This is an optimization exercise on Yosys and OpenROAD, whose aim is small area, a short achievable clock period and few clock cycles, not a production implementation.
The RTL was checked by simulation tests, not by an equivalence proof against the original design.
Power and IR drop assume default switching activity.

==> flow/design.v <==
module sort_avalon #(
  parameter DWIDTH      = 16,
  parameter MAX_PKT_LEN = 64
)(
  input logic               clk_i,
  input logic               srst_i,
  input  logic              src_ready_i,
  input  logic [DWIDTH-1:0] snk_data_i,
  input  logic              snk_valid_i,
  input  logic              snk_startofpacket_i,
  input  logic              snk_endofpacket_i,
  output logic [DWIDTH-1:0] src_data_o,
  output logic              src_valid_o,
  output logic              src_startofpacket_o,
  output logic              src_endofpacket_o,
  output logic              snk_ready_o
);
logic [DWIDTH-1:0] memory [MAX_PKT_LEN-1:0];
logic [$clog2(MAX_PKT_LEN):0] written_words, read_sort_word;
logic [$clog2(MAX_PKT_LEN):0] sorted_word,   read_words;
logic [DWIDTH-1:0]            word,          temp_word;
logic                         flag;
logic we_a, we_b;
logic re_a, re_b;
typedef enum logic [2:0] {INPUT_TRANS_S, READ_FROM_MEM_S, SORTING_DATA_S, WRITE_TO_MEM_S, OUTPUT_TRANS_S} state_type;
state_type state, next_state;
assign we_a = ( ( state == INPUT_TRANS_S ) && snk_valid_i );
assign re_a = ( ( next_state == OUTPUT_TRANS_S ) || ( state == OUTPUT_TRANS_S ) );
assign we_b = ( state == WRITE_TO_MEM_S );
assign re_b = ( state == READ_FROM_MEM_S );
always_ff @( posedge clk_i )
  begin
    if( srst_i )
      state <= INPUT_TRANS_S;
    else
      state <= next_state;
  end
always_comb
  begin
    next_state = state;
    case( state )
      INPUT_TRANS_S:
        begin
          if( snk_valid_i && snk_endofpacket_i )
            next_state = SORTING_DATA_S;
        end
      SORTING_DATA_S:
        begin
          if( read_sort_word == ( written_words - 1 ) && read_sort_word == sorted_word || ( read_sort_word == ( written_words ) ) )
            next_state = OUTPUT_TRANS_S;
          else
            if( memory[read_sort_word] < memory[sorted_word] )
              next_state = READ_FROM_MEM_S;
        end
      READ_FROM_MEM_S:
        begin
          next_state = WRITE_TO_MEM_S;
        end
      WRITE_TO_MEM_S:
        begin
          if( read_sort_word == sorted_word )
            next_state = SORTING_DATA_S;
          else
            next_state = READ_FROM_MEM_S;
        end
      OUTPUT_TRANS_S:
        begin
          if( src_endofpacket_o )
            next_state = INPUT_TRANS_S;
        end
      default: next_state = INPUT_TRANS_S;
    endcase
  end
always_ff @( posedge clk_i )
  begin
    if( srst_i )
      written_words <= '0;
    else
      begin
        if( state == INPUT_TRANS_S )
          if( snk_valid_i )
            written_words <= written_words + 1'(1);
        if( state == OUTPUT_TRANS_S )
          if( src_endofpacket_o )
            written_words <= '0;
      end
  end
always_ff @( posedge clk_i )
  begin
    if( srst_i )
      read_words <= '0;
    else
      begin
        if( re_a )
          if( read_words < written_words )
            read_words <= read_words + 1'(1);
        else
          read_words <= '0;
      end
  end
always_ff @( posedge clk_i )
  begin
    if( we_a )
      memory[written_words] <= snk_data_i;
    else
      if( re_a )
        src_data_o <= memory[read_words];
  end
always_ff @( posedge clk_i )
  begin
    if( srst_i )
      flag <= 1'b0;
    else
      begin
        if( we_b )
          flag <= 1'b1;
        if( next_state == SORTING_DATA_S )
          flag <= 1'b0;
      end
  end
always_ff @( posedge clk_i )
  begin
    if( we_b )begin
      if( flag )
        memory[sorted_word] <= temp_word;
      else
        memory[sorted_word] <= memory[read_sort_word];end
    else
      if( re_b )
        if( sorted_word != read_sort_word )
          word <= memory[sorted_word];
  end
always_ff @( posedge clk_i )
  begin
    temp_word <= word;
  end
always_ff @( posedge clk_i )
  begin
    if( srst_i )
      read_sort_word <= '0;
    else
      begin
        if( state == INPUT_TRANS_S )
          read_sort_word <= '0;
        if( state == SORTING_DATA_S )
          begin
            if( read_sort_word < written_words )begin
              if( read_sort_word == sorted_word )
                read_sort_word <= read_sort_word + 1'(1);end
            else
              read_sort_word <= '0;
          end
        if( we_b && next_state == SORTING_DATA_S )
          begin
            if( read_sort_word < written_words )
              read_sort_word <= read_sort_word + 1'(1);
            else
              read_sort_word <= '0;
          end
      end
  end
always_ff @( posedge clk_i )
  begin
    if( srst_i )
      sorted_word <= '0;
    else
      begin
        if( state == INPUT_TRANS_S )
          sorted_word <= '0;
        if( state == SORTING_DATA_S && next_state == SORTING_DATA_S )
          begin
            if( sorted_word != read_sort_word )
              sorted_word <= sorted_word + 1'(1);
            else
              sorted_word <= '0;
          end
        else
          if( state == WRITE_TO_MEM_S )
            if( next_state != SORTING_DATA_S )
              sorted_word <= sorted_word + 1'(1);
            else
              sorted_word <= '0;
      end
  end
always_ff @( posedge clk_i )
  begin
    if( srst_i )
      src_valid_o <= 1'b0;
    else
      begin
        if( ( next_state == OUTPUT_TRANS_S ) || ( state == OUTPUT_TRANS_S ) )
          begin
            if( !src_endofpacket_o )
              src_valid_o <= 1'b1;
            else
              src_valid_o <= 1'b0;
          end
      end
  end
assign src_startofpacket_o = ( src_valid_o && ( read_words == 1 ) );
assign src_endofpacket_o   = ( src_valid_o && ( read_words == written_words ) && ( written_words != 0 ) );
always_ff @( posedge clk_i )
  begin
    if( srst_i )
      snk_ready_o <= 1'b0;
    else
      begin
        if( next_state == INPUT_TRANS_S )
          snk_ready_o <= 1'b1;
        else
          snk_ready_o <= 1'b0;
      end
  end
endmodule
==> flow/run.sh <==
#!/bin/bash
# synth_recipe.tcl (not shown) runs the flow's synth.tcl, then flattens the netlist and writes it again
# the make line also repeats each setting of config.mk as NAME=value (left out here)
make -C /OpenROAD-flow-scripts/flow DESIGN_CONFIG=/design/flow/config.mk WORK_HOME=/design/flow/orfs CLKGATE_MAP_FILE= SYNTH_SCRIPT=/design/flow/synth_recipe.tcl finish
==> flow/config.mk <==
export PLATFORM = sky130hd
export DESIGN_NAME = sort_avalon
export DESIGN_NICKNAME = sort_avalon
export VERILOG_FILES = /design/flow/design.v
export SDC_FILE = /design/flow/constraint.sdc
export NUM_CORES = 4
export LEC_CHECK = 0
export CAP_MARGIN = 20
export CORE_MARGIN = 2
export CORE_UTILIZATION = 40
export SLEW_MARGIN = 20
==> flow/constraint.sdc <==
create_clock -name core_clock -period 6.666 [get_ports {clk_i}]
set_input_delay 1.3332 -clock core_clock [delete_from_list [all_inputs] [get_ports {clk_i}]]
set_output_delay 1.3332 -clock core_clock [all_outputs]
set_load 0.01 [all_outputs]
==> results of run 1 <==
==> area by class of cell <==
type                       count  area (um2)
inverter                      35         146
antenna                        3        7.51
clock buffer                 153        3270
sequential                  1112       32900
clock inverter                75         694
tap                         1930        2410
multi-input combinational   1471       25800
fill                       12200       80600
timing repair buffer         208        1970
==> cell families after synthesis <==
family                   Yosys count
AO/OA/AOI/OAI                    121
XOR/XNOR                          27
adder cells (fa/ha/maj)           36
buffers and inverters            291
flip-flops                      1112
multiplexers                    1028
AND/OR/NAND/NOR                  259
==> metal layers <==
metal  track usage  vias up
li1              -    13100
met1         0.333    18800
met2         0.422     1966
met3        0.0511      410
met4         0.101       12
met5             0        -
==> Yosys cell counts, drive strengths merged, types with 9 or more instances <==
cell    count  area share
edfxtp   1056        0.53
mux4      996        0.38
clkbuf    143      0.0090
buf       113       0.010
nor2       99      0.0062
nand2      64      0.0040
dfxtp      56       0.019
ha         36      0.0076
o21ai      36      0.0030
inv        35      0.0022
mux2i      30      0.0050
a21oi      22      0.0018
xor2       16      0.0024
nand3      15      0.0013
nand4      15      0.0016
nor3       14      0.0012
o21a       12      0.0015
xnor2      11      0.0016
a21o        9      0.0011
==> worst max-delay path, cell delays in order, from the launching register on <==
cell and delay [ns]:
dfxtp_4 0.51, buf_12 0.28, buf_4 0.30, buf_4 0.27
mux4_2 0.54, mux4_2 0.55, mux4_2 0.53, ha_1 0.44
nand4_1 0.13, o21ai_0 0.72, buf_4 0.23, nor3_1 0.06
o31ai_2 0.42, nor2_1 0.13, a211o_1 0.29, a21oi_1 0.19
==> power by group <==
| part | leakage [nW] | internal (mW) | total [mW] | switching, mW |
|---|---|---|---|---|
| Combinational | 7.69 | 0.865 | 1.90 | 1.03 |
| Clock | 1.96 | 3.88 | 6.75 | 2.86 |
| Sequential | 10.0 | 7.83 | 7.90 | 0.0682 |
==> flip-flops by register name (all words and copies together), names as in the netlist, named ones only <==
register,cells
memory,1024
src_data_o,16
temp_word,16
word,16
read_sort_word,7
read_words,7
sorted_word,7
written_words,7
state,3
flag,1
snk_ready_o,1
src_valid_o,1
==> through the flow <==
| step | utilization | worst slack, ns |
|---|---|---|
| after global routing | 0.455 | 0.747 |
| after global placement | 0.427 | 0.977 |
| after detailed placement | 0.428 | 1.06 |
| final | 0.455 | 0.923 |
| after CTS | 0.454 | 1.01 |
| after floorplan | - | 1.40 |
==> worst min-delay path by stage <==
stage	startpoint	endpoint	slack (ns)	cells past startpoint
floorplan	word[0]	temp_word[0]	0.32	0
global placement	word[2]	temp_word[2]	0.32	0
detailed placement	word[14]	temp_word[14]	0.33	0
CTS	word[14]	temp_word[14]	0.34	0
global route	word[14]	temp_word[14]	0.34	0
finish	word[14]	temp_word[14]	0.34	0
==> notes.md, run 1 <==
status timing/DRC/antenna clean; Post-Synth XOR/XNOR Area 0.00397; post-route ant nets 0; total negative slack 0 ns; Least-Margin Pin Slew 1.18 ns; GRT overflow 0; reg2reg start read_sort_word[0]; Setup crit end kind flop; total power approximately 17 mW; first-pass GRT wire length about 270000 um; die outline width 390 um; Initial Util 0.403; largest family of logic cells by synthesized area multiplexers; Avg WL per Cell between 30 and 40 um; Final Hold Viols 0; crit path max fanout 25; CP required 7.31 ns; Met1 Routed Length 70900 um; Final Critical Period 5.74 ns; Finished Layout Cells between 4000 and 5000; HPWL after detailed placement ~120000 um; CTS tree built; Resized Gates After CTS 0; layout cells sized above 1 0.477; commonest cells after routing, fill and taps aside edfxtp_1 (1056), mux4_2 (994), buf_4 (145); Synth Instances between 2000 and 3000; number of distinct library cells after synthesis between 60 and 70; Mapped Area 59600 um2; PortBufs 39; RSZ-0062 raised after global routing false; H-tree levels 3; Post-synth EDFFs between 1000 and 1500; Iter 0 DRT Violations 4245; # rows 141; critical path type flop to flop; Area after DPL 63200 um2; drc violations 0; Sink Count about 1100; largest net degree at the start of global routing approximately 120; core area between 100000 and 150000 um2; max_cap viols 0; r2r setup slk around 0.92 ns; Num CTS Buffers 120; Peak Freq between 0.15 and 0.2 GHz; Hold/Removal Path Class flop to flop; maximum vdd drop approximately 0.21 mV; Fin Hold WS 0.341 ns; Setup-failing EPs final 0; met3 wire len between 15000 and 20000 um; arrival time at the worst endpoint approximately 6.4 ns; CP startpoint kind flop; Slew Viols, Final 0; initial antenna violation count 10; WL met2 between 90000 and 100000 um; Synth Net Count between 2000 and 3000; fraction of the mapped netlist area in simple logic gates 0.0204; Ports between 40 and 50; Synth async-reset ratio 0; die height 390 um; skew final roughly 0.04 ns; adder-cell share of the synthesized area 0.00756; Post-Place Cells ~4800; Mean Syn Cell Area just over 20 um2; leakage about 20 nW; PD cells 246 nW/um2; Seq/Total Area, Yosys 0.551; max_slew headroom 0.214; Area growth syn-to-layout 12.8%; Final Cell Area between 60000 and 70000 um2; worst-skew pair later-pin latency between 0.7 and 0.8 ns; DIE AREA between 150000 and 200000 um2; drt pass-1 iters 7; DR vias ~34000; routability cong. 0.882; cts hold-fix bufs 0; routed vias/inst about 6.9; Synth Area in Compound Gates 0.0135; cells on worst reg2reg path 15; nets about 3000; Post CTS Setup Buffer Count 0; Ys Warns 1; clock transition at the registers of the reported paths 0.06 ns; All-Layer GR Usage 0.255; commonest non-fill, non-tap cell in the layout edfxtp_1; CP startpoint read_sort_word[0]; post-synthesis mux area share 0.382; Most used DFF post-synth edfxtp_1; Seq cells post-synth around 1100; Root Buffer clkbuf_16; via count of the first global-routing pass approximately 35000; Total Wirelength 192000 um; worst-case clock buffer depth 3; Final Cycle Share 0.862; DR top layer met5
Testbench counts, summed over its fixed seeds: cycles 211,712.
==> run 2, diff against run 1 <==
==> flow/design.v (replaced) <==
module sort_avalon #(
  parameter DWIDTH      = 16,
  parameter MAX_PKT_LEN = 64
)(
  input logic               clk_i,
  input logic               srst_i,
  input  logic              src_ready_i,
  input  logic [DWIDTH-1:0] snk_data_i,
  input  logic              snk_valid_i,
  input  logic              snk_startofpacket_i,
  input  logic              snk_endofpacket_i,
  output logic [DWIDTH-1:0] src_data_o,
  output logic              src_valid_o,
  output logic              src_startofpacket_o,
  output logic              src_endofpacket_o,
  output logic              snk_ready_o
);
localparam N = MAX_PKT_LEN;
logic [DWIDTH-1:0] x;
logic              x_v, x_eop;
logic [DWIDTH-1:0] key [N-1:0];
logic [N-1:0]      v;       
logic [N-1:0]      c;       
logic [N-1:0]      p;       
logic              in_par;  
logic              first;   
logic [N:0]        gt;      
logic              pop;
always_ff @( posedge clk_i )
  begin
    if( srst_i )
      begin
        x_v         <= 1'b0;
        snk_ready_o <= 1'b0;
      end
    else
      begin
        x_v         <= snk_valid_i && snk_ready_o;
        snk_ready_o <= 1'b1;
      end
    x     <= snk_data_i;
    x_eop <= snk_endofpacket_i;
  end
assign pop = v[0] && !c[0];
genvar i;
generate
  for( i = 0; i < N; i++ ) begin : g_cmp
    assign gt[i] = !v[i] || ( c[i] && ( x < key[i] ) );
  end
endgenerate
assign gt[N] = 1'b1;
generate
  for( i = 0; i < N; i++ ) begin : g_cell
    logic             gl, gr;
    logic [DWIDTH-1:0] kl, kr;
    logic             vl, vr, cl, cr, pl, pr;
    logic             sel_l, sel_x, sel_r;
    if( i == 0 ) begin : g_lo
      assign gl = 1'b0;
      assign kl = '0;
      assign vl = 1'b0;
      assign cl = 1'b0;
      assign pl = 1'b0;
    end else begin : g_lm
      assign gl = gt[i-1];
      assign kl = key[i-1];
      assign vl = v[i-1];
      assign cl = c[i-1];
      assign pl = p[i-1];
    end
    if( i == N-1 ) begin : g_hi
      assign kr = '0;
      assign vr = 1'b0;
      assign cr = 1'b0;
      assign pr = 1'b0;
    end else begin : g_hm
      assign kr = key[i+1];
      assign vr = v[i+1];
      assign cr = c[i+1];
      assign pr = p[i+1];
    end
    assign gr = gt[i+1];
    assign sel_l = x_v && !pop && gt[i] && gl;
    assign sel_x = x_v && ( pop ? ( gr && !gt[i] ) : ( gt[i] && !gl ) );
    assign sel_r = pop && !( x_v && gr );
    always_ff @( posedge clk_i )
      begin
        if( sel_l )
          key[i] <= kl;
        else if( sel_x )
          key[i] <= x;
        else if( sel_r )
          key[i] <= kr;
        if( srst_i )
          begin
            v[i] <= 1'b0;
            c[i] <= 1'b0;
          end
        else
          begin
            if( sel_l )
              begin
                v[i] <= vl;
                c[i] <= cl;
                p[i] <= pl;
              end
            else if( sel_x )
              begin
                v[i] <= 1'b1;
                c[i] <= 1'b1;
                p[i] <= in_par;
              end
            else if( sel_r )
              begin
                v[i] <= vr;
                c[i] <= cr;
                p[i] <= pr;
              end
            if( x_v && x_eop )
              c[i] <= 1'b0;
          end
      end
  end
endgenerate
always_ff @( posedge clk_i )
  begin
    if( srst_i )
      begin
        in_par <= 1'b0;
        first  <= 1'b1;
      end
    else
      begin
        if( x_v && x_eop )
          in_par <= !in_par;
        if( pop )
          first <= src_endofpacket_o;
      end
  end
assign src_data_o          = key[0];
assign src_valid_o         = pop;
assign src_startofpacket_o = pop && first;
assign src_endofpacket_o   = pop && ( !v[1] || ( p[1] != p[0] ) );
endmodule
==> notes.md, run 2 <==
HPWL after detailed placement 195000 um; All-Layer GR Usage 0.232; Mapped Area between 80000 and 90000 um2; leakage approximately 43 nW; die height roughly 470 um; Area contributors post-synth edfxtp_1 (37%), ha_1 (14%), mux2i_1 (7.5%); largest net degree at the start of global routing 70; Seq/Total Area, Yosys 0.402; CP endpoint src_valid_o; Gate power share 0.163; Setup-failing EPs final 0; Iter 0 DRT Violations just over 7000; Post CTS Setup Buffer Count 0; Seq cells post-synth ~1200; r2r setup slk 1.78 ns; worst-skew pair later-pin latency 0.81 ns; total power around 21 mW; cts hold-fix bufs 0; DIE AREA around 230000 um2; # rows roughly 170; synth cell count leaders edfxtp_1 (1088), inv_1 (1072), nand2_1 (996); routability cong. 0.887; GRT overflow 0; CP startpoint v[0]; H-tree levels 4; Resized Gates After CTS 0; Synth Instances ~9600; commonest non-fill, non-tap cell in the layout edfxtp_1; top-area cell type share of the netlist area 0.368; PD cells between 200 and 250 nW/um2; sw frac 0.294; Least-Margin Pin Slew ~1.2 ns; most instantiated library cell after synthesis edfxtp_1; Clk pwr share 0.379; status timing/DRC/antenna clean; CP required 5.33 ns; PortBufs 39; drt pass-1 iters 7; Root Buffer clkbuf_16; first-pass GRT wire length between 400000 and 500000 um; Sink Count approximately 1200; via count of the first global-routing pass 72500; Mean Syn Cell Area around 9.3 um2; total negative slack 0 ns; CTS tree built; Initial Util 0.403; Final Hold Viols 0; layout cells sized above 1 0.0661; top cell type by total area after synthesis edfxtp_1; Final Critical Period roughly 5 ns; worst-case clock buffer depth 3; Cell Int Power around 15 mW; max_cap viols 0; Post-synth EDFFs approximately 1100; maximum vdd drop approximately 0.28 mV; Synth Net Count 10600; Area growth syn-to-layout 9.61%; number of distinct library cells after synthesis 110; Ports 42; Peak Freq around 0.20 GHz; Psw around 6.2 mW; nets around 10000; initial antenna violation count 10; Avg WL per Cell around 21 um; largest reg by FF count key; max reg flops around 1000; reg2reg start x[10]; arrival time at the worst endpoint about 3.6 ns; Most used DFF post-synth edfxtp_1; Synth async-reset ratio 0; crit path max fanout 69; post-route ant nets 0; Ys Warns 2; Num CTS Buffers 149; drc violations 0; Slew Viols, Final 0; commonest cells after routing, fill and taps aside edfxtp_1 (1088), inv_1 (1070), nor2_1 (982); critical path type flop to output pin; FF-to-FF End key[60][2]; routed vias/inst approximately 5.9; Final Cycle Share 0.739; CP startpoint kind flop; skew final between 0.03 and 0.04 ns; die outline width roughly 470 um; RSZ-0062 raised after global routing false; clock transition at the registers of the reported paths about 0.06 ns; cells on worst reg2reg path 10; sequential share of power 0.457; Setup crit end kind output pin; DR vias 73300; core area ~220000 um2; Total Wirelength around 270000 um; Hold/Removal Path Class flop to flop; max_slew headroom 0.201
[run 2: cell types whose count changed after synthesis, moves of 342 or more]
cell	delta
ha_1	+924
nor2_1	+894
o21ai_0	+342
mux4_2	-994
mux2i_1	+634
inv_1	+1038
nand2_1	+932
a21oi_1	+777
[run 2: worst min path at each step]
stage / slack (ns) / cells after the start / end / start
after floorplan: 0.43 / 1 / first / first
after global placement: 0.44 / 1 / first / first
after detailed placement: 0.47 / 2 / c[10] / c[10]
after CTS: 0.47 / 2 / c[10] / c[10]
after global routing: 0.50 / 2 / c[59] / c[59]
final: 0.48 / 2 / c[59] / c[59]
[run 2: cell type report]
cell class,instances,area (um2)
tap,2958,3700
sequential,1237,35700
multi-input combinational,6675,47000
fill,21100,123000
antenna,1,2.50
clock inverter,66,480
clock buffer,208,4180
timing repair buffer,238,2080
inverter,1089,4090
[run 2: routing by layer]
metal,track usage,routed length [um]
met5,0,40
met4,0.0742,8320
met3,0.0364,19300
met2,0.370,121000
met1,0.322,119000
[run 2: logic make-up after synthesis]
family / share of synthesized area
muxes: 0.0764
and+or+nand+nor: 0.130
DFF: 0.402
adders and majority gates: 0.135
AOI/OAI and AO/OA: 0.181
buffers and inverters: 0.0742
xor gates and xnor gates: 0.000493
[run 2: worst max-delay path: stages (launching register included)]
cell	delay, ns
dfxtp_1	0.52
nand2b_4	0.35
inv_6	0.56
buf_4	0.64
clkdlybuf4s50_1	0.66
[run 2: power groups by stage]
stage	sequential, mW	combinational, mW	clock [mW]
after floorplan	9.61	2.42	0
after global placement	9.84	3.27	0
after detailed placement	9.85	3.42	0
after CTS	9.69	3.44	8.17
after global routing	9.74	3.92	8.46
final	9.70	3.47	8.05
[run 2: through the flow]
step | utilization | instance area (um2) | setup WS [ns] | hold WS (ns) | std cells
5_1_grt | 0.442 | 97300 | 1.56 | 0.500 | 12500
4_1_cts | 0.441 | 97100 | 1.72 | 0.474 | 12500
2_1_floorplan | - | 88700 | 1.51 | 0.428 | 9571
6_report | 0.442 | 97300 | 1.74 | 0.478 | 12500
3_3_place_gp | 0.419 | 92400 | 1.89 | 0.438 | 12200
3_5_place_dp | 0.420 | 92400 | 1.81 | 0.465 | 12200
Testbench counts of run 2, summed over its fixed seeds: cycles 6,537.

==> afterwards: timing with drivers on the ports <==
The flow's constraints put no driver on any port. The routed layouts listed below were extracted and timed again, unchanged, in two steps.
Step 1, drivers: a clkbuf_16 drives clk_i and a buf_2 each remaining input, both assumed.
Step 2 moves the port delays by t, midway between the first and last clock arrival at a register: inputs arrive t later, outputs are due t later. That takes back most of the time a late clock gives input paths.
Three values: ideal, step 1, step 2; two values: the first two.
run	t (ns)	setup slack, ns	slew at the worst register clock pin (ns)
run 1	0.822	0.923 / 0.923 / 0.923	0.07 / 0.07
run 2	0.891	1.741 / 1.650 / 1.779	0.06 / 0.06
After both steps every run listed still meets setup and hold.
